This is an optimization exercise on Yosys and OpenROAD, whose aim is a short achievable clock period and few clock cycles, not a production implementation. No run shown here included a check of the RTL's function; only the layout flow was run. Power and IR drop assume default switching activity.

File: flow/run.sh
#!/bin/bash
# Layout flow: the standard flow (standard.sh: ORFS with the standard
# synthesis), with two changes to how the layout is made; the constraints
# (constraint.sdc) are unchanged:
#  - timing repair aims at a larger setup slack margin, so that it works
#    towards the period the design can reach rather than the design's 13 ns;
#  - after global placement, flow/outbuf.tcl moves each output port's buffer
#    next to the register that feeds it (detailed placement legalizes it).
# Each tool's log is in orfs/logs/; make's own output is in flow_make.log.
set -euo pipefail
MARGIN=${MARGIN:-9}
sed -e "s|SETUP_SLACK_MARGIN=[-0-9.]*|SETUP_SLACK_MARGIN=$MARGIN POST_GLOBAL_PLACE_TCL=$PWD/flow/outbuf.tcl|" standard.sh > standard_margin.sh
grep -q "SETUP_SLACK_MARGIN=$MARGIN" standard_margin.sh
bash standard_margin.sh finish > flow_make.log 2>&1
File: flow/outbuf.tcl
# Move the buffer of each output port, and any inverter or buffer between
# it and the register that feeds it, next to that register, so that the
# buffer, not the register, drives the wire to the pin. Detailed placement
# legalizes the moved cells afterwards.
proc outbuf_driver {inst} {
  foreach it [$inst getITerms] {
    if {[$it isInputSignal] && [$it getNet] != "NULL"} {
      foreach jt [[$it getNet] getITerms] {
        if {[$jt isOutputSignal]} { return [$jt getInst] }
      }
    }
  }
  return ""
}
proc outbuf_is_single {inst} {
  set n 0
  foreach it [$inst getITerms] {
    if {[$it isInputSignal] && [$it getNet] != "NULL"} { incr n }
  }
  set m [[$inst getMaster] getName]
  return [expr {$n == 1 && [regexp {__(inv|buf|clkbuf|clkinv)_} $m]}]
}
set block [ord::get_db_block]
set moved 0
foreach bterm [$block getBTerms] {
  if {[$bterm getIoType] != "OUTPUT"} { continue }
  set net [$bterm getNet]
  if {$net == "NULL"} { continue }
  set buf ""
  foreach it [$net getITerms] {
    if {[$it isOutputSignal]} { set buf [$it getInst] }
  }
  if {$buf == ""} { continue }
  set chain [list $buf]
  set src [outbuf_driver $buf]
  while {$src != "" && [outbuf_is_single $src] && [llength $chain] < 4} {
    lappend chain $src
    set src [outbuf_driver $src]
  }
  if {$src == ""} { continue }
  set loc [$src getLocation]
  foreach c $chain {
    $c setLocation [lindex $loc 0] [lindex $loc 1]
    incr moved
  }
}
puts "outbuf: moved $moved cells next to the registers that drive the outputs"
File: standard.sh
#!/bin/bash
# synth_recipe.tcl (not shown) runs the flow's synth.tcl, then flattens the netlist and writes it again
# the make line also repeats each setting of config.mk as NAME=value (left out here)
make -C /OpenROAD-flow-scripts/flow DESIGN_CONFIG=/design/flow/config.mk WORK_HOME=/design/flow/orfs CLKGATE_MAP_FILE= SYNTH_SCRIPT=/design/flow/synth_recipe.tcl "${@:-finish}"
File: config.mk
export PLATFORM = sky130hd
export DESIGN_NAME = cpu_pipeline
export DESIGN_NICKNAME = cpu_pipeline
export VERILOG_FILES = /design/flow/design.v
export SDC_FILE = /design/flow/constraint.sdc
export NUM_CORES = 8
export LEC_CHECK = 0
export CAP_MARGIN = 40
export CORE_MARGIN = 2
export CORE_UTILIZATION = 40
export CTS_CLUSTER_DIAMETER = 100
export CTS_CLUSTER_SIZE = 20
export PLACE_DENSITY = 0.6
export SETUP_SLACK_MARGIN = 5
export SLEW_MARGIN = 40
File: constraint.sdc
create_clock -name core_clock -period 13.0 [get_ports {clk}]
set_input_delay 2.6000 -clock core_clock [delete_from_list [all_inputs] [get_ports {clk}]]
set_output_delay 2.6000 -clock core_clock [all_outputs]
set_load 0.01 [all_outputs]
File: design.v
module ALU (
    input  [31:0] A,
    input  [31:0] B,
    input  [3:0]  shh,           
    input  [7:0]  shl,           
    input  arith,                
    input  sub,                  
    input  op_slt, op_sltu,
    input  op_and, op_or, op_xor, op_nor, op_passb,
    input  op_sll, op_srl, op_sra,
    output [31:0] S
);
wire [31:0] Bx = B ^ {32{sub}};
wire [31:0] p0 = A ^ Bx;
wire [31:0] g0 = A & Bx;
wire [32*6-1:0] G, P;
assign G[31:0] = {g0[31:1], g0[0] | (p0[0] & sub)};
assign P[31:0] = p0;
genvar i, l;
generate
for (l = 0; l < 5; l = l + 1) begin : lv
    for (i = 0; i < 32; i = i + 1) begin : b
        if (i < (1 << l)) begin : pass
            assign G[32*(l+1)+i] = G[32*l+i];
            assign P[32*(l+1)+i] = P[32*l+i];
        end else begin : op
            assign G[32*(l+1)+i] = G[32*l+i] | (P[32*l+i] & G[32*l+i-(1<<l)]);
            assign P[32*(l+1)+i] = P[32*l+i] & P[32*l+i-(1<<l)];
        end
    end
end
endgenerate
wire [31:0] c = G[32*5 +: 32];               
wire        fill = op_sra & B[31];
wire [31:0] fillw = {32{fill}};
wire [38:0] r1 = ({39{shh[0]}} & {fillw[6:0], B})
               | ({39{shh[1]}} & {fillw[14:0], B[31:8]})
               | ({39{shh[2]}} & {fillw[22:0], B[31:16]})
               | ({39{shh[3]}} & {fillw[30:0], B[31:24]});
wire [31:0] l1 = ({32{shh[0]}} & B)
               | ({32{shh[1]}} & {B[23:0], 8'd0})
               | ({32{shh[2]}} & {B[15:0], 16'd0})
               | ({32{shh[3]}} & {B[7:0], 24'd0});
reg  [31:0] shr_r, shl_r;
integer j;
always @(*) begin
    shr_r = 32'd0;
    shl_r = 32'd0;
    for (j = 0; j < 8; j = j + 1) begin
        shr_r = shr_r | ({32{shl[j]}} & r1[j +: 32]);
        shl_r = shl_r | ({32{shl[j]}} & (l1 << j));
    end
end
wire [31:0] other = ({32{op_and}}   & (A & B))
                  | ({32{op_or}}    & (A | B))
                  | ({32{op_xor}}   & (A ^ B))
                  | ({32{op_nor}}   & ~(A | B))
                  | ({32{op_passb}} & B)
                  | ({32{op_sll}}   & shl_r)
                  | ({32{op_srl | op_sra}} & shr_r);
wire [31:1] s0 = ({31{arith}} &  p0[31:1]) | other[31:1];    
wire [31:1] s1 = ({31{arith}} & ~p0[31:1]) | other[31:1];    
assign S[31:1] = (s0 & ~c[30:0]) | (s1 & c[30:0]);
wire base0 = (arith & (p0[0] ^ sub)) | other[0];
wire t0 = base0 | (op_slt & (p0[31] | A[31]))  | (op_sltu & ~g0[31]);               
wire t1 = base0 | (op_slt & ~p0[31] & A[31])   | (op_sltu & ~g0[31] & ~p0[31]);    
assign S[0] = c[30] ? t1 : t0;
endmodule
module KSAdd #(parameter W = 30) (
    input  [W-1:0] a,
    input  [W-1:0] b,
    input          cin,
    output [W-1:0] s
);
wire [W-1:0] p0 = a ^ b;
wire [W-1:0] g0 = a & b;
localparam L = (W <= 1) ? 1 : (W <= 2) ? 1 : (W <= 4) ? 2 : (W <= 8) ? 3 : (W <= 16) ? 4 : (W <= 32) ? 5 : 6;
wire [W*(L+1)-1:0] G, P;
assign G[W-1:0] = {g0[W-1:1], g0[0] | (p0[0] & cin)};
assign P[W-1:0] = p0;
genvar i, l;
generate
for (l = 0; l < L; l = l + 1) begin : lv
    for (i = 0; i < W; i = i + 1) begin : b
        if (i < (1 << l)) begin : pass
            assign G[W*(l+1)+i] = G[W*l+i];
            assign P[W*(l+1)+i] = P[W*l+i];
        end else begin : op
            assign G[W*(l+1)+i] = G[W*l+i] | (P[W*l+i] & G[W*l+i-(1<<l)]);
            assign P[W*(l+1)+i] = P[W*l+i] & P[W*l+i-(1<<l)];
        end
    end
end
endgenerate
wire [W-1:0] c = G[W*L +: W];                
assign s = p0 ^ {c[W-2:0], cin};
endmodule
module ALUControl (
    input  [31:0] ir,
    output op_add, op_sub, op_slt, op_sltu,
    output op_and, op_or, op_xor, op_nor, op_passb,
    output op_sll, op_srl, op_sra
);
wire [5:0] op = ir[31:26];
wire [5:0] fn = ir[5:0];
wire is_r = (op == 6'h00);
assign op_add   = (is_r & (fn == 6'h20 | fn == 6'h21)) | op == 6'h08 | op == 6'h09 |
                  op == 6'h23 | op == 6'h2b;
assign op_sub   = is_r & (fn == 6'h22 | fn == 6'h23);
assign op_slt   = (is_r & fn == 6'h2a) | op == 6'h0a;
assign op_sltu  = (is_r & fn == 6'h2b) | op == 6'h0b;
assign op_and   = (is_r & fn == 6'h24) | op == 6'h0c;
assign op_or    = is_r & fn == 6'h25;
assign op_xor   = is_r & fn == 6'h26;
assign op_nor   = is_r & fn == 6'h27;
assign op_passb = op == 6'h0f | op == 6'h03 | (is_r & fn == 6'h09);
assign op_sll   = is_r & fn == 6'h00;
assign op_srl   = is_r & fn == 6'h02;
assign op_sra   = is_r & fn == 6'h03;
endmodule
module Control (
    input  [31:0] ir,
    output        uses_rs,       
    output        uses_rt,       
    output        b_rt,          
    output        b_sext,        
    output        b_zext,        
    output        b_lui,         
    output        b_pc4,         
    output        writes,        
    output [4:0]  dst,           
    output        is_lw,
    output        is_sw,
    output        is_beq,
    output        is_bne,
    output        is_blez,
    output        is_bgtz,
    output        is_bgez,
    output        is_br,         
    output        is_j,          
    output        is_jr,         
    output        is_jalr,       
    output        is_call,       
    output        is_ctl         
);
wire [5:0] op = ir[31:26];
wire [5:0] fn = ir[5:0];
wire [4:0] rt = ir[20:16];
wire [4:0] rd = ir[15:11];
wire is_r    = (op == 6'h00);
wire r_alu   = is_r & (fn == 6'h20 | fn == 6'h21 | fn == 6'h22 | fn == 6'h23 |
                       fn == 6'h24 | fn == 6'h25 | fn == 6'h26 | fn == 6'h27 |
                       fn == 6'h2a | fn == 6'h2b);
wire r_sh    = is_r & (fn == 6'h00 | fn == 6'h02 | fn == 6'h03);
assign is_jr   = is_r & (fn == 6'h08);
assign is_jalr = is_r & (fn == 6'h09);
wire i_sext  = (op == 6'h08) | (op == 6'h09) | (op == 6'h0a) | (op == 6'h0b);
wire i_andi  = (op == 6'h0c);
wire i_lui   = (op == 6'h0f);
assign is_lw   = (op == 6'h23);
assign is_sw   = (op == 6'h2b);
assign is_beq  = (op == 6'h04);
assign is_bne  = (op == 6'h05);
assign is_blez = (op == 6'h06);
assign is_bgtz = (op == 6'h07);
assign is_bgez = (op == 6'h01);
assign is_br   = is_beq | is_bne | is_blez | is_bgtz | is_bgez;
wire   is_jal  = (op == 6'h03);
assign is_j    = (op == 6'h02) | is_jal;
assign is_call = is_jal | is_jalr;
assign is_ctl  = is_br | is_j | is_jr | is_jalr;
assign uses_rs = r_alu | is_jr | is_jalr | i_sext | i_andi | is_lw | is_sw | is_br;
assign uses_rt = r_alu | r_sh | is_sw | is_beq | is_bne;
assign b_rt   = r_alu | r_sh | is_beq | is_bne;
assign b_sext = i_sext | is_lw | is_sw;
assign b_zext = i_andi;
assign b_lui  = i_lui;
assign b_pc4  = is_call;
assign writes = r_alu | r_sh | is_jalr | i_sext | i_andi | i_lui | is_lw | is_jal;
assign dst    = is_jal ? 5'd31 : (is_r ? rd : rt);
endmodule
module RegisterFile (
    input         clk,
    input         rst_n,
    input         we,
    input  [4:0]  wa,
    input  [31:0] wd,
    input  [31:0] ra1,           
    input  [31:0] ra2,           
    output [31:0] rd1,
    output [31:0] rd2
);
reg  [31:0] rf [1:31];
wire [31:0] q1 [0:31];
wire [31:0] q2 [0:31];
assign q1[0] = 32'd0;
assign q2[0] = 32'd0;
genvar i;
generate
for (i = 1; i < 32; i = i + 1) begin : g
    assign q1[i] = q1[i-1] | (rf[i] & {32{ra1[i]}});
    assign q2[i] = q2[i-1] | (rf[i] & {32{ra2[i]}});
    always @(posedge clk or negedge rst_n) begin
        if (~rst_n)
            rf[i] <= 32'd0;
        else if (we && wa == i)
            rf[i] <= wd;
    end
end
endgenerate
assign rd1 = q1[31];
assign rd2 = q2[31];
endmodule
module IF_BTB #(parameter N = 16, parameter TW = 12) (
    input clk,
    input rst_n,
    input  [TW-1:0] f_tag,
    output [N-1:0]  hit,         
    output          pt,          
    output          plx,         
    output [TW-1:0] ptgt,        
    input           upd,
    input           u_taken,
    input  [TW-1:0] u_tag,
    input  [TW-1:0] u_tgt,
    input           l_upd,       
    input  [N-1:0]  l_hit,       
    input           l_taken
);
reg  [N-1:0]  v;
reg  [N-1:0]  tv;                
reg  [TW-1:0] tag  [0:N-1];
reg  [TW-1:0] tgt  [0:N-1];
reg  [1:0]    ctr  [0:N-1];
reg  [3:0]    cnt  [0:N-1];      
reg  [3:0]    trip [0:N-1];
reg  [3:0]    rr;              
wire [N-1:0] hitnz, hitlx, um;
wire [TW-1:0] tsel [0:N];
assign tsel[0] = {TW{1'b0}};
wire alloc_any = upd & u_taken & ~(|um);
genvar i;
generate
for (i = 0; i < N; i = i + 1) begin : g
    wire [3:0] cnt1 = (cnt[i] == 4'd15) ? 4'd15 : cnt[i] + 4'd1;
    wire lx_now = tv[i] & (cnt[i] == trip[i]);
    wire lx_t   = tv[i] & (cnt1 == trip[i]);      
    wire lx_nt  = (cnt[i] == 4'd0);               
    wire pend   = l_upd & l_hit[i];
    wire lx     = pend ? (l_taken ? lx_t : lx_nt) : lx_now;
    assign hit[i]    = v[i] & (tag[i] == f_tag);
    assign hitnz[i]  = hit[i] & (|ctr[i]) & ~lx;
    assign hitlx[i]  = hit[i] & (|ctr[i]) & lx;
    assign um[i]     = v[i] & (tag[i] == u_tag);
    assign tsel[i+1] = tsel[i] | ({TW{hit[i]}} & tgt[i]);
    wire alloc = alloc_any & (rr == i);
    always @(posedge clk) begin
        if (alloc) begin
            tag[i]   <= u_tag;
            tgt[i]   <= u_tgt;
            ctr[i]   <= 2'd2;
        end else if (upd & um[i]) begin
            if (u_taken) begin
                tgt[i]   <= u_tgt;
                if (ctr[i] != 2'd3) ctr[i] <= ctr[i] + 2'd1;
            end else begin
                if (ctr[i] != 2'd0) ctr[i] <= ctr[i] - 2'd1;
            end
        end
    end
    always @(posedge clk) begin
        if (alloc) begin
            cnt[i] <= 4'd1;
        end else if (l_upd & l_hit[i]) begin
            if (l_taken) begin
                cnt[i] <= cnt1;
            end else begin
                trip[i] <= cnt[i];
                cnt[i]  <= 4'd0;
            end
        end
    end
    always @(posedge clk or negedge rst_n) begin
        if (~rst_n) begin
            tv[i] <= 1'b0;
        end else if (alloc) begin
            tv[i] <= 1'b0;
        end else if (l_upd & l_hit[i] & ~l_taken) begin
            tv[i] <= 1'b1;
        end
    end
end
endgenerate
assign pt   = |hitnz;
assign plx  = |hitlx;
assign ptgt = tsel[N];
always @(posedge clk or negedge rst_n) begin
    if (~rst_n) begin
        v  <= {N{1'b0}};
        rr <= 0;
    end else if (alloc_any) begin
        v[rr] <= 1'b1;
        rr    <= rr + 1'b1;
    end
end
endmodule
module IDForward (
    input  [4:0] r,
    input        e_rw,
    input  [4:0] e_dst,
    output       sel_em
);
assign sel_em = e_rw & (e_dst == r);
endmodule
module BranchCond (
    input  [31:0] m,             
    input  [31:0] ra,            
    input  [31:0] rb,            
    input  [31:0] pnpc,          
    input  a_m,                  
    input  b_m,                  
    input  is_beq, is_bne, is_blez, is_bgtz, is_bgez,
    output taken,
    output jr_ne                 
);
wire eq_mr = (m == rb);
wire eq_rm = (ra == m);
wire eq_rr = (ra == rb);
wire eq = a_m ? (b_m | eq_mr) : (b_m ? eq_rm : eq_rr);
wire zero = a_m ? (m == 32'd0) : (ra == 32'd0);
wire neg  = a_m ? m[31] : ra[31];
assign jr_ne = a_m ? (m != pnpc) : (ra != pnpc);
assign taken = (is_beq  & eq)
             | (is_bne  & ~eq)
             | (is_blez & (neg | zero))
             | (is_bgtz & ~neg & ~zero)
             | (is_bgez & ~neg);
endmodule
module MEM (
    input         is_lw,
    input  [31:0] alu_res,
    input  [31:0] rdata,
    output [31:0] res
);
assign res = is_lw ? rdata : alu_res;
endmodule
module cpu_pipeline (
    input clk,           
    input rst_n,         
    output [31:0] imem_addr,     
    input  [31:0] imem_rdata,    
    output [31:0] dmem_addr,     
    output [31:0] dmem_wdata,    
    output        dmem_we,       
    input  [31:0] dmem_rdata     
);
reg  [31:0] pc;
reg         d_valid;
reg  [31:0] d_ir, d_pc4, d_pnpc;
reg  [11:0] d_tag;
reg  [15:0] d_hit;
reg  [31:0] d_rs_oh, d_rt_oh;    
reg         d_pt, d_lx;
reg         d_stall;             
reg         d_redb, d_rednc;     
reg  [31:0] e_a, e_b, e_sd, e_pc4, e_bt, e_pnpc;
reg  [4:0]  e_dst;
reg  [3:0]  e_shh;               
reg  [7:0]  e_shl;               
reg  [11:0] e_tag;
reg  [15:0] e_hit;
reg         e_rw, e_lw, e_sw, e_br, e_jr, e_jalr;
reg         e_kill;              
reg         e_beq, e_bne, e_blez, e_bgtz, e_bgez;
reg         e_pt, e_ptok;
reg         e_a_m, e_a_r, e_b_m, e_b_r, e_s_m, e_s_r;
reg         e_ac_m, e_bc_m;      
reg         e_add, e_sub, e_slt, e_sltu, e_and, e_or, e_xor, e_nor, e_passb;
reg         e_sll, e_srl, e_sra;
reg  [31:0] m_res, m_sd;
reg  [31:0] m_cmpn;              
reg         m_we, m_rw, m_lw;
reg  [4:0]  m_dst;
reg  [31:0] pci, ma;
reg  [31:0] ra;
reg         u_upd, u_taken;
reg         l_upd, l_taken;
reg  [15:0] l_hit;
reg  [11:0] u_tag, u_tgt;
wire        taken, jr_ne;
wire        e_rwv   = e_rw   & ~e_kill;
wire        e_lwv   = e_lw   & ~e_kill;
wire        e_swv   = e_sw   & ~e_kill;
wire        e_brv   = e_br   & ~e_kill;
wire        e_jrxv  = (e_jr | e_jalr) & ~e_kill;
wire        e_jalrv = e_jalr & ~e_kill;
wire [31:0] pcx = pci;
wire [31:0] f_pc4 = {pcx[31], pcx[30:0] + 31'd4};
wire        f_pt, f_plx;
wire [15:0] f_hit;
wire [11:0] f_ptgt;
IF_BTB #(.N(16), .TW(12)) BTB (
    .clk    (clk),
    .rst_n  (rst_n),
    .f_tag  (pcx[13:2]),
    .hit    (f_hit),
    .pt     (f_pt),
    .plx    (f_plx),
    .ptgt   (f_ptgt),
    .upd    (u_upd),
    .u_taken(u_taken),
    .u_tag  (u_tag),
    .u_tgt  (u_tgt),
    .l_upd  (l_upd),
    .l_hit  (l_hit),
    .l_taken(l_taken)
);
wire        d_call;
wire [31:0] ras   = (d_valid & d_call) ? d_pc4 : ra;
wire        f_j   = (imem_rdata[31:27] == 5'b00001);
wire        f_jr  = (imem_rdata[31:26] == 6'h00) & ~imem_rdata[5] & imem_rdata[3] & ~imem_rdata[0];
wire [31:0] f_jt  = {f_pc4[31:28], imem_rdata[25:0], 2'b00};
wire        f_sel_j  = f_j;
wire        f_sel_jr = ~f_j & f_jr;
wire        f_sel_bt = ~f_j & ~f_jr & f_pt;
wire        f_sel_p4 = ~f_j & ~f_jr & ~f_pt;
wire [31:0] f_btgt   = {pcx[31:14], f_ptgt, 2'b00};
wire [31:0] f_npc = ({32{f_sel_j}}  & f_jt)   | ({32{f_sel_jr}} & ras) |
                    ({32{f_sel_bt}} & f_btgt) | ({32{f_sel_p4}} & f_pc4);
wire        f_ptk = f_j | f_jr | f_pt;
assign imem_addr = {~pc[31], pc[30:0]};
wire f_uses_rs, f_uses_rt, f_br, f_ctl;
Control C0 (
    .ir     (imem_rdata),
    .uses_rs(f_uses_rs),
    .uses_rt(f_uses_rt),
    .b_rt   (), .b_sext (), .b_zext (), .b_lui  (), .b_pc4  (), .writes (), .dst    (),
    .is_lw  (), .is_sw  (), .is_beq (), .is_bne (), .is_blez(), .is_bgtz(), .is_bgez(),
    .is_br  (f_br),
    .is_j   (), .is_jr  (), .is_jalr(), .is_call(),
    .is_ctl (f_ctl)
);
wire [31:0] f_rs_oh = 32'd1 << imem_rdata[25:21];
wire [31:0] f_rt_oh = 32'd1 << imem_rdata[20:16];
wire [4:0]  d_rs  = d_ir[25:21];
wire [4:0]  d_rt  = d_ir[20:16];
wire [15:0] d_imm = d_ir[15:0];
wire d_uses_rs, d_uses_rt, d_b_rt, d_b_sext, d_b_zext, d_b_lui, d_b_pc4, d_writes;
wire [4:0] d_dst;
wire d_lw, d_sw, d_beq, d_bne, d_blez, d_bgtz, d_bgez, d_br, d_j, d_jr, d_jalr, d_ctl;
Control C1 (
    .ir     (d_ir),
    .uses_rs(d_uses_rs),
    .uses_rt(d_uses_rt),
    .b_rt   (d_b_rt),
    .b_sext (d_b_sext),
    .b_zext (d_b_zext),
    .b_lui  (d_b_lui),
    .b_pc4  (d_b_pc4),
    .writes (d_writes),
    .dst    (d_dst),
    .is_lw  (d_lw),
    .is_sw  (d_sw),
    .is_beq (d_beq),
    .is_bne (d_bne),
    .is_blez(d_blez),
    .is_bgtz(d_bgtz),
    .is_bgez(d_bgez),
    .is_br  (d_br),
    .is_j   (d_j),
    .is_jr  (d_jr),
    .is_jalr(d_jalr),
    .is_call(d_call),
    .is_ctl (d_ctl)
);
wire d_add, d_sub, d_slt, d_sltu, d_and, d_or, d_xor, d_nor, d_passb, d_sll, d_srl, d_sra;
ALUControl AC1 (
    .ir      (d_ir),
    .op_add  (d_add),
    .op_sub  (d_sub),
    .op_slt  (d_slt),
    .op_sltu (d_sltu),
    .op_and  (d_and),
    .op_or   (d_or),
    .op_xor  (d_xor),
    .op_nor  (d_nor),
    .op_passb(d_passb),
    .op_sll  (d_sll),
    .op_srl  (d_srl),
    .op_sra  (d_sra)
);
wire [31:0] rf_rs, rf_rt;
RegisterFile RF (
    .clk  (clk),
    .rst_n(rst_n),
    .we   (m_rw),
    .wa   (m_dst),
    .wd   (m_out),
    .ra1  (d_rs_oh),
    .ra2  (d_rt_oh),
    .rd1  (rf_rs),
    .rd2  (rf_rt)
);
wire [31:0] m_out;
wire d_rs_m = m_rw && m_dst == d_rs;
wire d_rt_m = m_rw && m_dst == d_rt;
wire [31:0] d_rsv = d_rs_m ? m_out : rf_rs;
wire [31:0] d_rtv = d_rt_m ? m_out : rf_rt;
wire d_rw = d_writes & (d_dst != 5'd0);
wire stall = d_valid & d_stall;
wire [17:2] d_btl;
wire        d_btc;
KSAdd #(.W(17)) BTA (
    .a  ({1'b0, d_pc4[17:2]}),
    .b  ({1'b0, d_imm}),
    .cin(1'b0),
    .s  ({d_btc, d_btl})
);
wire [31:18] d_hi_p1 = d_pc4[31:18] + 14'd1;
wire [31:18] d_hi_m1 = d_pc4[31:18] - 14'd1;
wire [31:18] d_bth = d_imm[15] ? (d_btc ? d_pc4[31:18] : d_hi_m1) :
                                 (d_btc ? d_hi_p1 : d_pc4[31:18]);
wire [31:0] d_bt = {d_bth, d_btl, d_pc4[1:0]};
wire [31:0] d_off = {{14{d_imm[15]}}, d_imm, 2'b00};
wire red_b  = d_redb;                             
wire d_red  = d_valid & (d_redb | d_rednc);       
wire [31:0] d_rtgt = red_b ? d_bt : d_pc4;
wire a_em, b_em;
IDForward FA (.r(d_rs), .e_rw(e_rwv), .e_dst(e_dst), .sel_em(a_em));
IDForward FB (.r(d_rt), .e_rw(e_rwv), .e_dst(e_dst), .sel_em(b_em));
wire [31:0] d_bval = d_b_rt   ? d_rtv :
                     d_b_sext ? {{16{d_imm[15]}}, d_imm} :
                     d_b_zext ? {16'd0, d_imm} :
                     d_b_lui  ? {d_imm, 16'd0} :
                                d_pc4;
wire [31:0] A  = ({32{e_a_m}} & m_res) | ({32{e_a_r}} & e_a);
wire [31:0] B  = ({32{e_b_m}} & m_res) | ({32{e_b_r}} & e_b);
wire [31:0] SD = ({32{e_s_m}} & m_res) | ({32{e_s_r}} & e_sd);
wire [31:0] e_res;
ALU A1 (
    .A(A), .B(B), .shh(e_shh), .shl(e_shl),
    .arith(e_add), .sub(e_sub), .op_slt(e_slt), .op_sltu(e_sltu),
    .op_and(e_and), .op_or(e_or), .op_xor(e_xor), .op_nor(e_nor), .op_passb(e_passb),
    .op_sll(e_sll), .op_srl(e_srl), .op_sra(e_sra),
    .S(e_res)
);
BranchCond BC (
    .m(~m_cmpn), .ra(e_a), .rb(e_b), .pnpc(e_pnpc),
    .a_m(e_ac_m), .b_m(e_bc_m),
    .is_beq(e_beq), .is_bne(e_bne), .is_blez(e_blez), .is_bgtz(e_bgtz), .is_bgez(e_bgez),
    .taken(taken), .jr_ne(jr_ne)
);
wire mis_br  = e_brv & (taken ? ~e_ptok : e_pt);   
wire mis_jr  = e_jrxv & jr_ne;                      
wire e_mis   = mis_br | mis_jr;
MEM MEM1 (.is_lw(m_lw), .alu_res(m_res), .rdata(dmem_rdata), .res(m_out));
assign dmem_addr  = ma;
assign dmem_wdata = m_sd;
assign dmem_we    = m_we;
wire d_go = d_valid & ~stall;             
wire [31:0] e_tgt   = e_jrxv ? A : (taken ? e_bt : e_pc4);
wire [31:0] pc_rest = ({32{stall}}           & pcx)    |
                      ({32{~stall & d_red}}  & d_rtgt) |
                      ({32{~stall & ~d_red}} & f_npc);
wire [31:0] pc_next = e_mis ? e_tgt : pc_rest;
wire [31:0] pc_next_i = ({32{e_mis}} & e_tgt) | ({32{~e_mis}} & (d_red ? d_rtgt : f_npc));
always @(posedge clk or negedge rst_n) begin
    if (~rst_n) begin
        pc      <= 32'h0000_0000;
        pci     <= 32'h8000_0000;
        d_valid <= 1'b0;
    end else begin
        pc      <= {~pc_next[31], pc_next[30:0]};
        if (~stall)
            pci <= pc_next_i;
        d_valid <= ~e_mis & (stall | ~d_red);
    end
end
always @(posedge clk or negedge rst_n) begin
    if (~rst_n) begin
        d_stall <= 1'b0;
    end else begin
        d_stall <= d_go & d_lw & d_rw &
                   ((f_uses_rs & (imem_rdata[25:21] == d_dst)) |
                    (f_uses_rt & (imem_rdata[20:16] == d_dst)));
    end
end
always @(posedge clk) begin
    if (~stall) begin
        d_redb  <= f_br & ~f_ptk & ~f_plx & imem_rdata[15];
        d_rednc <= f_ptk & ~f_ctl;
        d_ir   <= imem_rdata;
        d_rs_oh <= f_rs_oh;
        d_rt_oh <= f_rt_oh;
        d_tag  <= pcx[13:2];
        d_pc4  <= f_pc4;
        d_pnpc <= f_npc;
        d_pt   <= f_ptk;
        d_lx   <= f_plx;
        d_hit  <= f_hit;
    end
end
always @(posedge clk or negedge rst_n) begin
    if (~rst_n) begin
        ra <= 32'd0;
    end else if (d_valid & d_call) begin
        ra <= d_pc4;
    end
end
always @(posedge clk or negedge rst_n) begin
    if (~rst_n) begin
        e_rw <= 1'b0; e_lw <= 1'b0; e_sw <= 1'b0;
        e_br <= 1'b0; e_jr <= 1'b0; e_jalr <= 1'b0;
        e_kill <= 1'b0;
    end else begin
        e_rw    <= d_go & d_rw;
        e_lw    <= d_go & d_lw & d_rw;
        e_sw    <= d_go & d_sw;
        e_br    <= d_go & d_br;
        e_jr    <= d_go & d_jr;
        e_jalr  <= d_go & d_jalr;
        e_kill  <= e_mis;
    end
end
always @(posedge clk) begin
    e_a    <= d_rsv;
    e_b    <= d_bval;
    e_sd   <= d_rtv;
    e_shh  <= 4'd1 << d_ir[10:9];
    e_shl  <= 8'd1 << d_ir[8:6];
    e_dst  <= d_dst;
    e_pc4  <= d_pc4;
    e_bt   <= d_bt;
    e_pnpc <= d_pnpc;       
    e_pt   <= d_pt | red_b;
    e_ptok <= red_b | (d_pt & ((d_pc4 ^ d_off ^ d_pnpc) ==
                               {((d_pc4[30:0] & d_off[30:0]) | ((d_pc4[30:0] | d_off[30:0]) & ~d_pnpc[30:0])), 1'b0}));
    e_tag  <= d_tag;
    e_hit  <= d_hit;
    e_beq  <= d_beq; e_bne <= d_bne; e_blez <= d_blez; e_bgtz <= d_bgtz; e_bgez <= d_bgez;
    e_a_m  <= a_em;
    e_ac_m <= a_em & (d_br | d_jr | d_jalr);
    e_bc_m <= b_em & d_br;
    e_a_r  <= ~a_em;
    e_b_m  <= b_em & d_b_rt;
    e_b_r  <= ~(b_em & d_b_rt);
    e_s_m  <= b_em;
    e_s_r  <= ~b_em;
    e_add <= d_add | d_sub; e_sub <= d_sub | d_slt | d_sltu; e_slt <= d_slt; e_sltu <= d_sltu;
    e_and <= d_and; e_or <= d_or; e_xor <= d_xor; e_nor <= d_nor; e_passb <= d_passb;
    e_sll <= d_sll; e_srl <= d_srl; e_sra <= d_sra;
end
always @(posedge clk or negedge rst_n) begin
    if (~rst_n) begin
        u_upd <= 1'b0;
        l_upd <= 1'b0;
    end else begin
        u_upd <= e_brv | e_jalrv;
        l_upd <= e_brv;
    end
end
always @(posedge clk) begin
    u_taken <= ~e_br | taken;
    l_taken <= taken;
    l_hit   <= e_hit;
    u_tgt   <= e_jalr ? A[13:2] : e_bt[13:2];
    u_tag   <= e_tag;
end
always @(posedge clk or negedge rst_n) begin
    if (~rst_n) begin
        m_we <= 1'b0;
        m_rw <= 1'b0;
    end else begin
        m_we <= e_swv;
        m_rw <= e_rwv;
    end
end
always @(posedge clk or negedge rst_n) begin
    if (~rst_n) begin
        ma <= 32'd0;
    end else begin
        ma <= e_res;
    end
end
always @(posedge clk) begin
    m_res  <= e_res;
    m_cmpn <= ~e_res;
    m_sd  <= SD;
    m_lw  <= e_lwv;
    m_dst <= e_dst;
end
endmodule
==> impl_metrics.yaml, run 1 <==
clock_network:
  cts_tree: "built"
  clock-sinks: 2308
  insertion_delay_ps: 880
  clk_pin_slew_ps: 90
  htreeDepth: 4
  clk_path_buf_depth: 4
  clock-root-buffer: "clkbuf_16"
  cts_buffers: 145
hold_path:
  hp-class: "reg -> reg"
  whs_path_depth: 0
  hold_end: "u_tag[11]"
  hp-start: "e_tag[11]"
floorplan:
  rows: 194
  core_area_sq_um: 279600
  dieWidth_microns: 534.3
  die_area_sq_um: 285500
  die_h_microns: 534.3
  ios: 163
  initial_utilization_pct: 40.23
timing:
  worst_hold_slack_ps: 316.6
  slew_headroom_pct: 32.86
  period_needed_ps: 4015
  clock.fmax_mhz: 249.0
  hold_viol: 0
  rsz0062_at_grt: "yes"
  slew_viol_final: 0
  fin_crit_sh_pct: 30.89
  setup_viol: 0
  finalSetupTns_ps: 0
  max_slew.worst_pin.slew_ps: 999.4
  skew_ps: 84.57
finish:
  multi_input_area_sq_um: 50930
  syn2layout_area_growth_pct: 11.33
  layout-drive-gt1-share_pct: 9.934
  fin_nets: 11250
  seq_area_sq_um: 58490
  fill_cells: 26232
routing:
  avgRoutedWirePerCell_microns: 34.35
  final_antenna_net_count: 0
  drc: 0
  dr.pass1.iters: 19
  finalWirelength_mm: 508.7
  dr_total_vias: 98977
  avgViaCountPerCell: 6.684
  first_iter_violations: 16625
power_and_ir_drop:
  p_per_area_nw_per_um2: 172.6
  leakagePower_nw: 47.93
  ir_drop_mv: 0.1232
synthesis:
  synth_nets: 11429
  synthArstFlopShare_pct: 50.65
  avgSynthCellArea_sq_um: 10.08
  yosys.area.top_type_share_pct: 25.98
  yosys.area.top_type: "dfrtp_1"
  synth_edf_count: 637
  synthFlopType: "dfrtp_1"
  ys_ff_latch: 2308
  ys_seq_area_share_pct: 51.95
  synthTopCellsByArea: "dfrtp_1 (26%), edfxtp_1 (17%), dfxtp_1 (8.9%), xnor2_1 (4.4%), a21oi_1 (3.8%)"
  synth_warnings: 10
  synth_cells: 11162
  ys_types: 94
  syn_area_sq_um: 112500
grt:
  grtUsageTotal_pct: 34.13
  grt_pass1_wl_mm: 704.2
  grt_pass1_vias: 92522
  grt_max_degree: 130
  antenna_found_initial: 47
  grt-ovfl-total: 0
outcome:
  status: "complete, no violations"
place:
  portBuffers: 162
  dpl.hpwl_mm: 313.3
worst_setup_path:
  reg2reg_from: "d_pc4[8]"
  ff2ff_setup_slack_ps: 8990
  crit_type: "reg -> out"
  worst_ep_required_time_ps: 10400
  worstReg2RegEnd: "pci[29]"
  critPathMaxFanout: 1
  crit_path_end_kind: "primary output"
  crit_arrival_ps: 1420
  startpoint_type: "register"
  rr_worst_depth: 14
flow_run:
  drv_cap: 0
-- where the power goes --
part | total [mW] | switching, mW | internal [mW]
clock | 4.79 | 2.61 | 2.18
sequential | 10.3 | 1.41 | 8.86
combinational | 6.55 | 4.12 | 2.43
-- repair_timing --
action | CTS | global route
endpoints found under the setup margin | 547 | 315
gates cloned | 2 | 7
pin swaps | 23 | 28
hold buffers | 0 | 0
buffers inserted | 50 | 38
gates resized for setup | 579 | 145
-- layout make-up --
cell class | count | share of cell area, %
clock buffers | 213 | 3.194
diodes | 20 | 0.03996
repair buffers | 617 | 4.701
clock inverters | 14 | 0.1319
flip-flops and latches | 2308 | 46.71
well taps | 3724 | 3.721
inverters | 272 | 0.8342
multi-input cells | 7639 | 40.67
-- stage by stage --
stage / power [mW] / instance area, sq um / util (%) / std cells / worst slack, ps
after global routing: 22.34 / 125200 / 44.77 / 14789 / 8895
after floorplan: 13.70 / 112600 / - / 11162 / 8587
after global placement: 16.20 / 118300 / 42.29 / 14421 / 7308
final: 21.61 / 125200 / 44.79 / 14807 / 8985
after detailed placement: 16.39 / 119200 / 42.62 / 14457 / 7279
after CTS: 21.17 / 124000 / 44.36 / 14736 / 8946
-- routing by layer --
metal,track usage (%),share of wire (%),up-vias
met4,22.11,8.2,38
met3,11.61,14,2044
li1,-,-,40642
met2,48.36,41,7982
met5,0.4997,0.079,-
met1,44.24,37,48271
-- synthesized netlist by cell type (135+ instances only) --
master	count
dfxtp_1	502
mux2i_1	225
o21ai_0	587
xnor2_1	564
a221oi_1	343
nor2_1	980
xor2_1	203
ha_1	171
nor3_1	172
dfrtp_1	1168
clkbuf_1	755
nand3_1	278
inv_1	267
edfxtp_1	637
a21oi_1	859
a22oi_1	572
nand2_1	908
a31oi_1	135
a22o_1	419
nand4_1	274
-- cells by family (layout without fill, tap and decap cells) --
family	Yosys count	after routing	synth area share, %
other	0	20	0
adders and majority gates	201	201	2.436
DFF	2308	2308	51.95
and+or+nand+nor	3009	3010	12.27
AOI/OAI and AO/OA	3386	3388	20.56
xor gates and xnor gates	767	767	5.972
muxes	273	273	2.493
buffers and inverters	1218	1116	4.318
-- cell usage in the layout, fill, tap and decap left out, types with 38 or more instances in the layout --
cell type        count
a31oi_1            135
nor3_1             137
and3_1              68
a221oi_1           340
buf_2               65
inv_1              266
dfrtp_1           1167
buf_6              105
buf_4              308
a22oi_1            567
dfxtp_1            466
xor2_1             199
clkbuf_16          153
a22o_1             406
o21ai_0            563
nand4_1            274
nand2_1            891
nand3_1            275
clkbuf_1            62
o21a_1              38
mux2i_1            190
nand2b_1            64
a222oi_1           105
ha_1               167
clkdlybuf4s50_1     55
nand3b_1            49
xnor2_1            559
edfxtp_1           637
nor4_1              50
mux2_2              46
nor2_1             953
a21oi_1            843
-- registers in the layout (all words and copies together) (netlist names), 31 cells and up --
signal	count
BTB.cnt	64
BTB.ctr	32
BTB.tag	192
BTB.tgt	192
BTB.trip	64
RF.rf	992
d_ir	32
d_pc4	32
d_pnpc	32
d_rs_oh	31
d_rt_oh	31
e_a	32
e_b	32
e_bt	32
e_pnpc	32
e_sd	32
m_cmpn	32
m_res	32
m_sd	32
ma	32
pc	32
pci	32
ra	32
-- critical path, stage by stage (launching register included) --
cell and delay [ps]:
dfrtp_1 380, inv_1 70, buf_6 110
-- worst max-delay path by stage --
stage / from / cells after the start / to
6_report: pc[31] / 2 / imem_addr[31]
5_1_grt: BTB.cnt[12][1] / 13 / pc[3]
4_1_cts: BTB.cnt[8][0] / 14 / pc[3]
3_5_place_dp: imem_rdata[31] / 12 / pci[18]
3_3_place_gp: imem_rdata[31] / 12 / pci[18]
2_1_floorplan: imem_rdata[31] / 9 / pci[16]
==> run 2, diff against run 1 <==
--- a/flow/run.sh
+++ b/flow/run.sh
@@ -8,7 +8,7 @@
 #    next to the register that feeds it (detailed placement legalizes it).
 # Each tool's log is in orfs/logs/; make's own output is in flow_make.log.
 set -euo pipefail
-MARGIN=${MARGIN:-9}
+MARGIN=${MARGIN:-9.1}
 sed -e "s|SETUP_SLACK_MARGIN=[-0-9.]*|SETUP_SLACK_MARGIN=$MARGIN POST_GLOBAL_PLACE_TCL=$PWD/flow/outbuf.tcl|" standard.sh > standard_margin.sh
 grep -q "SETUP_SLACK_MARGIN=$MARGIN" standard_margin.sh
 bash standard_margin.sh finish > flow_make.log 2>&1
==> run 2 against run 1 <==
Against the previous run:
- critical path type is now reg -> reg
- fmax is 0.31% lower
- critical endpoint is now pci[27]
- global-route usage is 0.18 points higher
- largest power group unchanged
- final cell count is 0.32% higher
- combinational power is 4.0% higher
- power is 0.94% higher
- clock-buffer cell count is 1 higher
- critical path depth is 10 higher
- via count is 0.18% higher
- clock power is 2% lower
- largest cell class unchanged
- sequential share of layout area is 0.50 points lower
==> impl_metrics.yaml, run 2 <==
timing:
  finalSetupTns_ps: 0
  worst_hold_slack_ps: 319.2
  slew_headroom_pct: 30.74
  clock.fmax_mhz: 248.3
  slew_viol_final: 0
  rsz0062_at_grt: "yes"
  period_needed_ps: 4028
  max_slew.worst_pin.slew_ps: 1031
  setup_viol: 0
  skew_ps: 92.68
  hold_viol: 0
  fin_crit_sh_pct: 30.98
worst_setup_path:
  worst_ep_required_time_ps: 13750
  rr_worst_depth: 12
  crit_end: "pci[27]"
  startpoint_type: "register"
  reg2reg_from: "d_pc4[4]"
  ff2ff_setup_slack_ps: 8970
  crit_type: "reg -> reg"
  critPathMaxFanout: 7
  worstReg2RegEnd: "pci[27]"
  setup.worst_path.start: "d_pc4[4]"
  crit_path_end_kind: "register"
  crit_arrival_ps: 4780
grt:
  antenna_found_initial: 30
  grt_pass1_vias: 93595
  grt-ovfl-total: 0
  grt_pass1_wl_mm: 709.1
  grtUsageTotal_pct: 34.31
  grt_max_degree: 158
synthesis:
  synthAdderAreaFrac_pct: 2.436
  synthArstFlopShare_pct: 50.65
  avgSynthCellArea_sq_um: 10.08
  synth_top_family_by_area: "compound AO/OA/AOI/OAI gates"
  synth_commonest_cells: "dfrtp_1 (1168), nor2_1 (980), nand2_1 (908)"
  ys_types: 94
  synth_compound_area_share_pct: 20.56
  synth_warnings: 10
  synth-simple-area-share_pct: 12.27
  synth_edf_count: 637
  ys_seq_area_share_pct: 51.95
  synth_most_common_cell: "dfrtp_1"
  synthTopCellsByArea: "dfrtp_1 (26%), edfxtp_1 (17%), dfxtp_1 (8.9%), xnor2_1 (4.4%), a21oi_1 (3.8%)"
  synth_cells: 11162
  yosys.area.top_type: "dfrtp_1"
  synth_xor_area_share_pct: 5.972
  syn_area_sq_um: 112500
  synthFlopType: "dfrtp_1"
  post_synth_mux_area_share_pct: 2.493
  yosys.area.top_type_share_pct: 25.98
  ys_ff_latch: 2308
  synth_nets: 11429
clock_network:
  clock-root-buffer: "clkbuf_16"
  insertion_delay_ps: 890
  clock-sinks: 2308
  cts_buffers: 143
  hold_buffers: 0
  clk_path_buf_depth: 4
  clk_pin_slew_ps: 90
  cts_tree: "built"
  htreeDepth: 4
routing:
  drc: 0
  avgViaCountPerCell: 6.675
  first_iter_violations: 16573
  dr_total_vias: 99158
  final_antenna_net_count: 0
  dr.pass1.iters: 11
  finalWirelength_mm: 510.1
  avgRoutedWirePerCell_microns: 34.34
finish:
  mostFrequentLayoutCells: "dfrtp_1 (1166), nor2_1 (952), nand2_1 (883)"
  top_regs: "RF.rf x992, BTB.tag x192, BTB.tgt x192"
  mostFrequentLayoutCell: "dfrtp_1"
  final_cell_count_no_fill: 14855
  largest_register: "RF.rf"
  syn2layout_area_growth_pct: 12.63
  layout-drive-gt1-share_pct: 11.07
  fin_nets: 11301
  largest_reg_flops: 992
  fill_cells: 26023
power_and_ir_drop:
  p_sw_mw: 8.218
  switching_share_pct: 37.67
  p_per_area_nw_per_um2: 172.2
  ir_drop_mv: 0.1259
  p_seq_share_pct: 47.2
  pwr-share-clk_pct: 21.6
  comb_power_share_pct: 31.2
  power.internal_mw: 13.60
  leakagePower_nw: 48.46
flow_run:
  drv_cap: 0
place:
  dp_cells: 14447
  portBuffers: 162
  dpl.hpwl_mm: 311.7
floorplan:
  rows: 194
  core_area_sq_um: 279600
  die_h_microns: 534.3
  dieWidth_microns: 534.3
  initial_utilization_pct: 40.23
  die_area_sq_um: 285500
  ios: 163
outcome:
  status: "complete, no violations"
hold_path:
  hp-start: "e_hit[5]"
  hp-class: "reg -> reg"
run 2: power by group through the flow:
stage / Sequential, mW / Clock [mW] / Combinational [mW]
floorplan: 9.71 / 0 / 4.00
global placement: 10.4 / 0 / 5.79
detailed placement: 10.3 / 0 / 6.04
CTS: 10.2 / 4.73 / 6.28
global route: 10.4 / 4.98 / 7.19
finish: 10.3 / 4.71 / 6.81
run 2: metal layers:
layer  part of all wire, %  up-vias  track usage (%)
li1                      -    40731                -
met1                    37    48722            44.29
met2                    41     7678            49.06
met3                    14     2009            11.57
met4                   8.1       18            22.00
met5                 0.031        -           0.1166
run 2: how the worst min path moves through the flow:
stage	depth (start not counted)	endpoint	slack [ps]
2_1_floorplan	0	l_hit[0]	310
5_1_grt	0	u_tag[3]	330
6_report	0	l_hit[5]	320
3_5_place_dp	0	u_tag[10]	310
3_3_place_gp	0	u_tag[4]	310
4_1_cts	0	u_tag[11]	330
run 2: worst max-delay path, stage by stage, from the launching register on:
cell	delay, ps
edfxtp_1	580
buf_4	260
ha_1	230
o31a_1	370
o211a_1	290
a221o_2	380
a211o_4	420
nand3b_1	300
mux2i_2	270
nand2_1	130
xor2_2	260
mux2i_1	120
a221o_1	310
run 2: metrics by stage:
stage / util (%) / instance area [sq um] / power, mW / setup slack (ps)
after floorplan: - / 112700 / 13.71 / 8628
after global placement: 42.24 / 118100 / 16.17 / 7027
after detailed placement: 42.66 / 119300 / 16.38 / 7089
after CTS: 44.67 / 124900 / 21.22 / 8955
after global routing: 45.29 / 126700 / 22.56 / 8906
final: 45.31 / 126700 / 21.81 / 8972
run 2: cell families after synthesis:
kind of cell | Yosys count
and+or+nand+nor | 3009
DFF | 2308
xor gates and xnor gates | 767
adders and majority gates | 201
muxes | 273
buffers and inverters | 1218
AOI/OAI and AO/OA | 3386
run 2: cell type report:
class	count	area [sq um]	area share, %
Timing Repair Buffer	670	7044	5.560
Clock inverter	10	93.84	0.07407
Tap cell	3724	4659	3.678
Clock buffer	214	3964	3.129
Multi-Input combinational cell	7639	51300	40.49
Sequential cell	2308	58540	46.20
Inverter	272	1052	0.8306
Antenna cell	18	45.04	0.03555
run 2: timing repair:
item / in CTS / in global routing
endpoints found under the setup margin: 809 / 526
setup buffers: 74 / 71
gates cloned: 7 / 9
gates resized for setup: 712 / 201
hold endpoints to repair: 0 / 0
pin swaps: 40 / 42
==> run 3, diff against run 2 <==
--- a/flow/run.sh
+++ b/flow/run.sh
@@ -8,7 +8,7 @@
 #    next to the register that feeds it (detailed placement legalizes it).
 # Each tool's log is in orfs/logs/; make's own output is in flow_make.log.
 set -euo pipefail
-MARGIN=${MARGIN:-9.1}
+MARGIN=${MARGIN:-9}
 sed -e "s|SETUP_SLACK_MARGIN=[-0-9.]*|SETUP_SLACK_MARGIN=$MARGIN POST_GLOBAL_PLACE_TCL=$PWD/flow/outbuf.tcl|" standard.sh > standard_margin.sh
 grep -q "SETUP_SLACK_MARGIN=$MARGIN" standard_margin.sh
 bash standard_margin.sh finish > flow_make.log 2>&1
--- a/config.mk
+++ b/config.mk
@@ -7,9 +7,9 @@
 export LEC_CHECK = 0
 export CAP_MARGIN = 40
 export CORE_MARGIN = 2
-export CORE_UTILIZATION = 40
+export CORE_UTILIZATION = 45
 export CTS_CLUSTER_DIAMETER = 100
 export CTS_CLUSTER_SIZE = 20
-export PLACE_DENSITY = 0.6
+export PLACE_DENSITY = 0.62
 export SETUP_SLACK_MARGIN = 5
 export SLEW_MARGIN = 40
==> run 3 against run 2 <==
Against the previous run:
- setup slack worse by 75 ps
- power is 1.7% lower
- final cell count is 2.9% lower
- synthesized area stayed put
- routed wire length is 2.5% lower
- non-clock buffer count is 42 lower
- core utilization is 4.9 points higher
- die area is 11% lower
- register-to-register slack worse by 70 ps
- clock-buffer cell count is 23 lower
- critical path type unchanged
- clock power is 3% lower
- design area is 1.5% lower
==> impl_metrics.yaml, run 3 <==
grt:
  grt_max_degree: 147
  grt_pass1_vias: 92049
  antenna_found_initial: 30
  grt_pass1_wl_mm: 691.5
  grt-ovfl-total: 0
  grtUsageTotal_pct: 37.54
finish:
  largest_reg_flops: 992
  syn2layout_area_growth_pct: 10.91
  layout-drive-gt1-share_pct: 10.27
  largest_register: "RF.rf"
  fin_nets: 11250
  mostFrequentLayoutCells: "dfrtp_1 (1166), nor2_1 (955), nand2_1 (886)"
  mostFrequentLayoutCell: "dfrtp_1"
  top_regs: "RF.rf x992, BTB.tag x192, BTB.tgt x192"
  final_area_sq_um: 124800
worst_setup_path:
  ff2ff_setup_slack_ps: 8900
  crit_type: "reg -> reg"
  worst_ep_required_time_ps: 13680
  critPathMaxFanout: 7
  crit_path_end_kind: "register"
  rr_worst_depth: 15
  reg2reg_from: "d_pc4[2]"
  worstReg2RegEnd: "pc[30]"
  crit_arrival_ps: 4780
  crit_end: "pc[30]"
  startpoint_type: "register"
  setup.worst_path.start: "d_pc4[2]"
power_and_ir_drop:
  ir_drop_mv: 0.1509
  leakagePower_nw: 47.88
  p_per_area_nw_per_um2: 171.9
clock_network:
  insertion_delay_ps: 860
  cts_tree: "built"
  clock-sinks: 2308
  clk_pin_slew_ps: 80
  clk_path_buf_depth: 3
  clock-root-buffer: "clkbuf_16"
  hold_buffers: 0
  htreeDepth: 4
  cts_buffers: 135
synthesis:
  synth_nets: 11429
  ys_ff_latch: 2308
  synth_edf_count: 637
  synthTopCellsByArea: "dfrtp_1 (26%), edfxtp_1 (17%), dfxtp_1 (8.9%), xnor2_1 (4.4%), a21oi_1 (3.8%)"
  syn_area_sq_um: 112500
  synth_commonest_cells: "dfrtp_1 (1168), nor2_1 (980), nand2_1 (908)"
  synth_cells: 11162
  synthFlopType: "dfrtp_1"
  yosys.area.top_type_share_pct: 25.98
  ys_types: 94
  synth_warnings: 10
  synthArstFlopShare_pct: 50.65
  ys_seq_area_share_pct: 51.95
  avgSynthCellArea_sq_um: 10.08
  yosys.area.top_type: "dfrtp_1"
  synth_most_common_cell: "dfrtp_1"
routing:
  dr_total_vias: 99178
  drc: 0
  first_iter_violations: 16540
  final_antenna_net_count: 0
  finalWirelength_mm: 497.3
  avgRoutedWirePerCell_microns: 34.49
  avgViaCountPerCell: 6.879
  dr.pass1.iters: 17
floorplan:
  core_area_sq_um: 248700
  die_h_microns: 504.0
  dieWidth_microns: 504.0
  rows: 183
  die_area_sq_um: 254000
  initial_utilization_pct: 45.24
  ios: 163
timing:
  hold_viol: 0
  period_needed_ps: 4103
  finalSetupTns_ps: 0
  worst_hold_slack_ps: 327.7
  rsz0062_at_grt: "yes"
  slew_viol_final: 0
  skew_ps: 43.58
  slew_headroom_pct: 28.54
  fin_crit_sh_pct: 31.56
  clock.fmax_mhz: 243.7
  max_slew.worst_pin.slew_ps: 1072
  setup_viol: 0
place:
  placed_cell_area_sq_um: 118700
  portBuffers: 162
  dpl.hpwl_mm: 310.1
outcome:
  status: "complete, no violations"
flow_run:
  drv_cap: 0
hold_path:
  hp-class: "reg -> reg"
## run 3: cells by family after synthesis
family / count (synthesis) / share of synthesized area, %
AOI/OAI and AO/OA: 3386 / 20.56
xor gates and xnor gates: 767 / 5.972
adders and majority gates: 201 / 2.436
buffers and inverters: 1218 / 4.318
DFF: 2308 / 51.95
muxes: 273 / 2.493
and+or+nand+nor: 3009 / 12.27
## run 3: worst min-delay path by stage
stage             start       end  slack, ps  cells after the start
2_1_floorplan  e_hit[0]  l_hit[0]        310                      0
6_report       e_tag[5]  u_tag[5]        330                      0
3_3_place_gp   e_tag[3]  u_tag[3]        310                      0
5_1_grt        e_tag[5]  u_tag[5]        330                      0
3_5_place_dp   e_tag[9]  u_tag[9]        310                      0
4_1_cts        e_tag[9]  u_tag[9]        330                      0
## run 3: stage by stage
| step | power [mW] | std cells | util, % | worst slack, ps |
|---|---|---|---|---|
| 6_report | 21.45 | 14418 | 50.17 | 8897 |
| 5_1_grt | 22.16 | 14388 | 50.14 | 8911 |
| 4_1_cts | 20.96 | 14321 | 49.58 | 8937 |
| 3_5_place_dp | 16.41 | 14064 | 47.75 | 6874 |
| 3_3_place_gp | 16.21 | 14013 | 47.31 | 6942 |
| 2_1_floorplan | 13.70 | 11162 | - | 8587 |
## run 3: final cells by class
class	instances	area [sq um]
antenna	32	80.08
clock buffer	191	3620
clock inverter	19	274.0
fill	22501	123900
inverter	272	1049
multi-input combinational	7638	51060
sequential	2308	58500
tap	3330	4167
timing repair buffer	628	6005
## run 3: critical path, stage by stage, from the launching register on
cell and delay [ps]:
edfxtp_1 560, ha_2 270, inv_2 50, fa_2 210
nor2b_1 60, o31a_1 300, o211a_1 260, a221o_2 360
a211o_4 420, buf_4 170, mux2i_1 160, nor2_2 190
nand2_1 100, xnor2_1 260, a222oi_1 370, mux2i_1 140
## run 3: power breakdown
group          internal (mW)  switching [mW]  leakage [nW]  total (mW)
sequential              8.86            1.44          22.2        10.3
clock                   1.98            2.58          1.88        4.56
combinational           2.44            4.15          23.8        6.59
total                   13.3            8.17          47.9        21.4
## run 3: repair_timing
action                                  CTS  global route
setup buffers                            42            57
cloned                                    5             3
endpoints found under the setup margin  599           472
pin swaps                                29            33
resized for setup                       582           178
## run 3: routing by layer
layer,GRT usage [%],routed length (microns),share of wire [%],vias to the layer above
li1,-,-,-,40626
met3,14.06,72400,15,2006
met1,49.05,184000,37,48593
met4,23.09,39580,8.0,16
met5,0.2065,163,0.033,-
met2,52.41,201100,40,7937
==> run 4, diff against run 3 <==
--- a/design.v
+++ b/design.v
@@ -1,8 +1,7 @@
 module ALU (
     input  [31:0] A,
     input  [31:0] B,
-    input  [3:0]  shh,           
-    input  [7:0]  shl,           
+    input  [4:0]  sh,
     input  arith,                
     input  sub,                  
     input  op_slt, op_sltu,
@@ -31,33 +30,17 @@
 end
 endgenerate
 wire [31:0] c = G[32*5 +: 32];               
-wire        fill = op_sra & B[31];
-wire [31:0] fillw = {32{fill}};
-wire [38:0] r1 = ({39{shh[0]}} & {fillw[6:0], B})
-               | ({39{shh[1]}} & {fillw[14:0], B[31:8]})
-               | ({39{shh[2]}} & {fillw[22:0], B[31:16]})
-               | ({39{shh[3]}} & {fillw[30:0], B[31:24]});
-wire [31:0] l1 = ({32{shh[0]}} & B)
-               | ({32{shh[1]}} & {B[23:0], 8'd0})
-               | ({32{shh[2]}} & {B[15:0], 16'd0})
-               | ({32{shh[3]}} & {B[7:0], 24'd0});
-reg  [31:0] shr_r, shl_r;
-integer j;
-always @(*) begin
-    shr_r = 32'd0;
-    shl_r = 32'd0;
-    for (j = 0; j < 8; j = j + 1) begin
-        shr_r = shr_r | ({32{shl[j]}} & r1[j +: 32]);
-        shl_r = shl_r | ({32{shl[j]}} & (l1 << j));
-    end
-end
+wire [31:0] shl = B << sh;
+wire [31:0] shr = B >> sh;
+wire [31:0] sra = shr | ({32{B[31]}} & ~(32'hffff_ffff >> sh));
 wire [31:0] other = ({32{op_and}}   & (A & B))
                   | ({32{op_or}}    & (A | B))
                   | ({32{op_xor}}   & (A ^ B))
                   | ({32{op_nor}}   & ~(A | B))
                   | ({32{op_passb}} & B)
-                  | ({32{op_sll}}   & shl_r)
-                  | ({32{op_srl | op_sra}} & shr_r);
+                  | ({32{op_sll}}   & shl)
+                  | ({32{op_srl}}   & shr)
+                  | ({32{op_sra}}   & sra);
 wire [31:1] s0 = ({31{arith}} &  p0[31:1]) | other[31:1];    
 wire [31:1] s1 = ({31{arith}} & ~p0[31:1]) | other[31:1];    
 assign S[31:1] = (s0 & ~c[30:0]) | (s1 & c[30:0]);
@@ -364,9 +347,7 @@
 reg         d_stall;             
 reg         d_redb, d_rednc;     
 reg  [31:0] e_a, e_b, e_sd, e_pc4, e_bt, e_pnpc;
-reg  [4:0]  e_dst;
-reg  [3:0]  e_shh;               
-reg  [7:0]  e_shl;               
+reg  [4:0]  e_sh, e_dst;
 reg  [11:0] e_tag;
 reg  [15:0] e_hit;
 reg         e_rw, e_lw, e_sw, e_br, e_jr, e_jalr;
@@ -381,6 +362,9 @@
 reg  [31:0] m_cmpn;              
 reg         m_we, m_rw, m_lw;
 reg  [4:0]  m_dst;
+reg  [31:0] w_res;
+reg         w_rw;
+reg  [4:0]  w_dst;
 reg  [31:0] pci, ma;
 reg  [31:0] ra;
 reg         u_upd, u_taken;
@@ -493,9 +477,9 @@
 RegisterFile RF (
     .clk  (clk),
     .rst_n(rst_n),
-    .we   (m_rw),
-    .wa   (m_dst),
-    .wd   (m_out),
+    .we   (w_rw),
+    .wa   (w_dst),
+    .wd   (w_res),
     .ra1  (d_rs_oh),
     .ra2  (d_rt_oh),
     .rd1  (rf_rs),
@@ -504,8 +488,10 @@
 wire [31:0] m_out;
 wire d_rs_m = m_rw && m_dst == d_rs;
 wire d_rt_m = m_rw && m_dst == d_rt;
-wire [31:0] d_rsv = d_rs_m ? m_out : rf_rs;
-wire [31:0] d_rtv = d_rt_m ? m_out : rf_rt;
+wire d_rs_w = w_rw && w_dst == d_rs;
+wire d_rt_w = w_rw && w_dst == d_rt;
+wire [31:0] d_rsv = d_rs_m ? m_out : d_rs_w ? w_res : rf_rs;
+wire [31:0] d_rtv = d_rt_m ? m_out : d_rt_w ? w_res : rf_rt;
 wire d_rw = d_writes & (d_dst != 5'd0);
 wire stall = d_valid & d_stall;
 wire [17:2] d_btl;
@@ -538,7 +524,7 @@
 wire [31:0] SD = ({32{e_s_m}} & m_res) | ({32{e_s_r}} & e_sd);
 wire [31:0] e_res;
 ALU A1 (
-    .A(A), .B(B), .shh(e_shh), .shl(e_shl),
+    .A(A), .B(B), .sh(e_sh),
     .arith(e_add), .sub(e_sub), .op_slt(e_slt), .op_sltu(e_sltu),
     .op_and(e_and), .op_or(e_or), .op_xor(e_xor), .op_nor(e_nor), .op_passb(e_passb),
     .op_sll(e_sll), .op_srl(e_srl), .op_sra(e_sra),
@@ -626,8 +612,7 @@
     e_a    <= d_rsv;
     e_b    <= d_bval;
     e_sd   <= d_rtv;
-    e_shh  <= 4'd1 << d_ir[10:9];
-    e_shl  <= 8'd1 << d_ir[8:6];
+    e_sh   <= d_ir[10:6];
     e_dst  <= d_dst;
     e_pc4  <= d_pc4;
     e_bt   <= d_bt;
@@ -689,4 +674,15 @@
     m_lw  <= e_lwv;
     m_dst <= e_dst;
 end
+always @(posedge clk or negedge rst_n) begin
+    if (~rst_n) begin
+        w_rw <= 1'b0;
+    end else begin
+        w_rw <= m_rw;
+    end
+end
+always @(posedge clk) begin
+    w_res <= m_out;
+    w_dst <= m_dst;
+end
 endmodule
--- a/config.mk
+++ b/config.mk
@@ -7,9 +7,9 @@
 export LEC_CHECK = 0
 export CAP_MARGIN = 40
 export CORE_MARGIN = 2
-export CORE_UTILIZATION = 45
+export CORE_UTILIZATION = 40
 export CTS_CLUSTER_DIAMETER = 100
 export CTS_CLUSTER_SIZE = 20
-export PLACE_DENSITY = 0.62
+export PLACE_DENSITY = 0.6
 export SETUP_SLACK_MARGIN = 5
 export SLEW_MARGIN = 40
==> run 4 against run 3 <==
Against the previous run:
- highest routed layer unchanged
- first-iteration DRC count down 6.1%
- via count down 1.0%
- sequential power down 9.5%
- final cell count about the same
- clock skew up 72 ps
==> impl_metrics.yaml, run 4 <==
finish:
  syn2layout_area_growth_pct: 10.85
  multi_input_area_sq_um: 54880
  fill_cells: 26819
  fin_nets: 10659
  largest_reg_flops: 992
  layout-drive-gt1-share_pct: 20.50
  top_regs: "RF.rf x992, BTB.tag x192, BTB.tgt x192"
  mostFrequentLayoutCell: "dfrtp_1"
  final_area_sq_um: 129800
  mostFrequentLayoutCells: "dfrtp_1 (1167), mux2_2 (1058), edfxtp_1 (637)"
  post-route-util_pct: 44.61
  seq_area_sq_um: 59160
  largest_register: "RF.rf"
  final_cell_count_no_fill: 14410
outcome:
  status: "complete, no violations"
synthesis:
  ys_seq_area_share_pct: 50.42
  synth_warnings: 9
  synth_edf_count: 637
  yosys.area.top_type: "dfrtp_1"
  syn_area_sq_um: 117100
  synthArstFlopShare_pct: 50.02
  ys_types: 105
  synth_most_common_cell: "dfrtp_1"
  synth_nets: 10768
  synthTopCellsByArea: "dfrtp_1 (25%), edfxtp_1 (16%), mux2_2 (10%), dfxtp_1 (9.1%), xnor2_1 (4.7%)"
  avgSynthCellArea_sq_um: 11.15
  synth_commonest_cells: "dfrtp_1 (1169), mux2_2 (1061), edfxtp_1 (637)"
  synthFlopType: "dfrtp_1"
  synth_cells: 10501
  yosys.area.top_type_share_pct: 24.97
  ys_ff_latch: 2339
timing:
  finalSetupTns_ps: 0
  slew_headroom_pct: 31.13
  skew_ps: 115.7
  fin_crit_sh_pct: 33.64
  hold_viol: 0
  max_slew.worst_pin.slew_ps: 1033
  setup_viol: 0
  rsz0062_at_grt: "yes"
  clock.fmax_mhz: 228.6
  fin_ws_ps: 8626
  worst_hold_slack_ps: 316.5
  period_needed_ps: 4374
  slew_viol_final: 0
routing:
  dr.pass1.iters: 9
  first_iter_violations: 15523
  final_antenna_net_count: 0
  dr_total_vias: 98163
  finalWirelength_mm: 527.0
  avgViaCountPerCell: 6.812
  drc: 0
  avgRoutedWirePerCell_microns: 36.57
grt:
  grt_pass1_wl_mm: 729.3
  grt-ovfl-total: 0
  grt_max_degree: 151
  grtUsageTotal_pct: 34.03
  antenna_found_initial: 28
  grt_pass1_vias: 93487
power_and_ir_drop:
  leakagePower_nw: 53.45
  power_mw: 19.66
  p_per_area_nw_per_um2: 151.4
  ir_drop_mv: 0.1086
worst_setup_path:
  reg2reg_from: "pci[3]"
  setup.worst_path.start: "imem_rdata[30]"
  crit_type: "in -> reg"
  crit_arrival_ps: 5130
  startpoint_type: "input port"
  worst_ep_required_time_ps: 13760
  crit_path_end_kind: "register"
  critPathMaxFanout: 6
floorplan:
  rows: 198
  die_area_sq_um: 297200
  dieWidth_microns: 545.2
  ios: 163
  initial_utilization_pct: 40.24
  core_area_sq_um: 291100
  die_h_microns: 545.2
clock_network:
  clock-sinks: 2339
  clk_pin_slew_ps: 80
  cts_buffers: 145
  clk_path_buf_depth: 4
  hold_buffers: 0
  insertion_delay_ps: 910
  cts_tree: "built"
  htreeDepth: 4
  clock-root-buffer: "clkbuf_16"
place:
  portBuffers: 162
  placed_cell_area_sq_um: 123200
  pre_cts_ws_ps: 6785
  dp_cells: 14024
  dpl.hpwl_mm: 329.4
flow_run:
  drv_cap: 0
hold_path:
  hp-class: "reg -> reg"
  hp-start: "e_tag[8]"
## run 4: cell type report
class	instances	share of cell area [%]
Multi-Input combinational cell	7024	42.26
Antenna cell	29	0.05589
Inverter	298	0.8827
Tap cell	3900	3.758
Timing Repair Buffer	584	4.288
Sequential cell	2339	45.56
Clock buffer	227	3.097
Clock inverter	9	0.09636
## run 4: metal layers
layer	wire length (microns)	global-route usage, %
met1	197900	44.27
met2	216400	48.45
met3	71810	11.58
met4	40740	20.96
met5	129	0
## run 4: worst paths after layout
| path | endpoint | slack, ps | cells past startpoint |
|---|---|---|---|
| max | pci[12] | 8630 | 11 |
| max in group asynchronous | BTB.tv[4] | 9220 | 5 |
| min in group asynchronous | RF.rf[20][2] | 1560 | 1 |
| min reg2reg | u_tag[8] | 320 | 0 |
| max reg2reg | pci[3] | 8770 | 12 |
| min | u_tag[8] | 320 | 0 |
## run 4: report_power, final
part | switching (mW) | internal [mW] | leakage (nW)
Sequential | 0.898 | 8.42 | 26.8
Clock | 2.65 | 2.17 | 1.98
Combinational | 3.47 | 2.04 | 24.6
Total | 7.02 | 12.6 | 53.5
## run 4: logic make-up after synthesis
| kind of cell | share of synthesized area (%) |
|---|---|
| adders and majority gates | 2.339 |
| DFF | 50.42 |
| buffers and inverters | 3.983 |
| and+or+nand+nor | 9.538 |
| xor gates and xnor gates | 5.570 |
| AOI/OAI and AO/OA | 16.51 |
| muxes | 11.64 |
## run 4: timing repair
item / 4_1_cts / 5_1_grt
hold endpoints to repair: 0 / 0
gates resized for setup: 692 / 162
pin swaps: 51 / 70
buffers inserted: 68 / 35
cloned: 7 / 3
setup endpoints to repair: 459 / 673
## run 4: worst max-delay path, cell delays in order
cell and delay, ps:
buf_8 100, or3_4 390, or4_4 530, or4_4 500, nand2_8 110, buf_8 130
buf_12 130, buf_6 100, o211a_4 170, a21oi_2 50, a221o_1 330

-- what the ideal ports hide --
The results above use ideal ports. As a check the final layouts listed here were re-extracted and re-timed, cells and wires unchanged.
Step 1: set_driving_cell puts a clkbuf_16 on clk and a buf_2 on each other input, an assumption about the parent block.
Step 2 adds t to the input delays and takes it off the output delays; t is the mean of the earliest and latest rising clock arrival at the registers after step 1. Input paths then give back, and output paths get back, about the clock's delay inside the block.
a / b / c = ideal / step 1 / step 2; a / b = the first two.
run	shift t [ns]	setup WS [ns]	worst setup path after step 2	pins driven straight from the clock port
run 1	0.936	8.985 / 8.891 / 8.083	input to register	1
run 2	0.924	8.972 / 8.888 / 8.234	input to register	1
run 3	0.933	8.897 / 8.891 / 8.067	input to register	1
run 4	0.945	8.626 / 8.682 / 7.737	input to register	1
After both steps setup and hold are still met in every run listed. The setup slack of run 1, which loses most, moves by -0.094 ns with the drivers and by -0.902 ns with both steps.
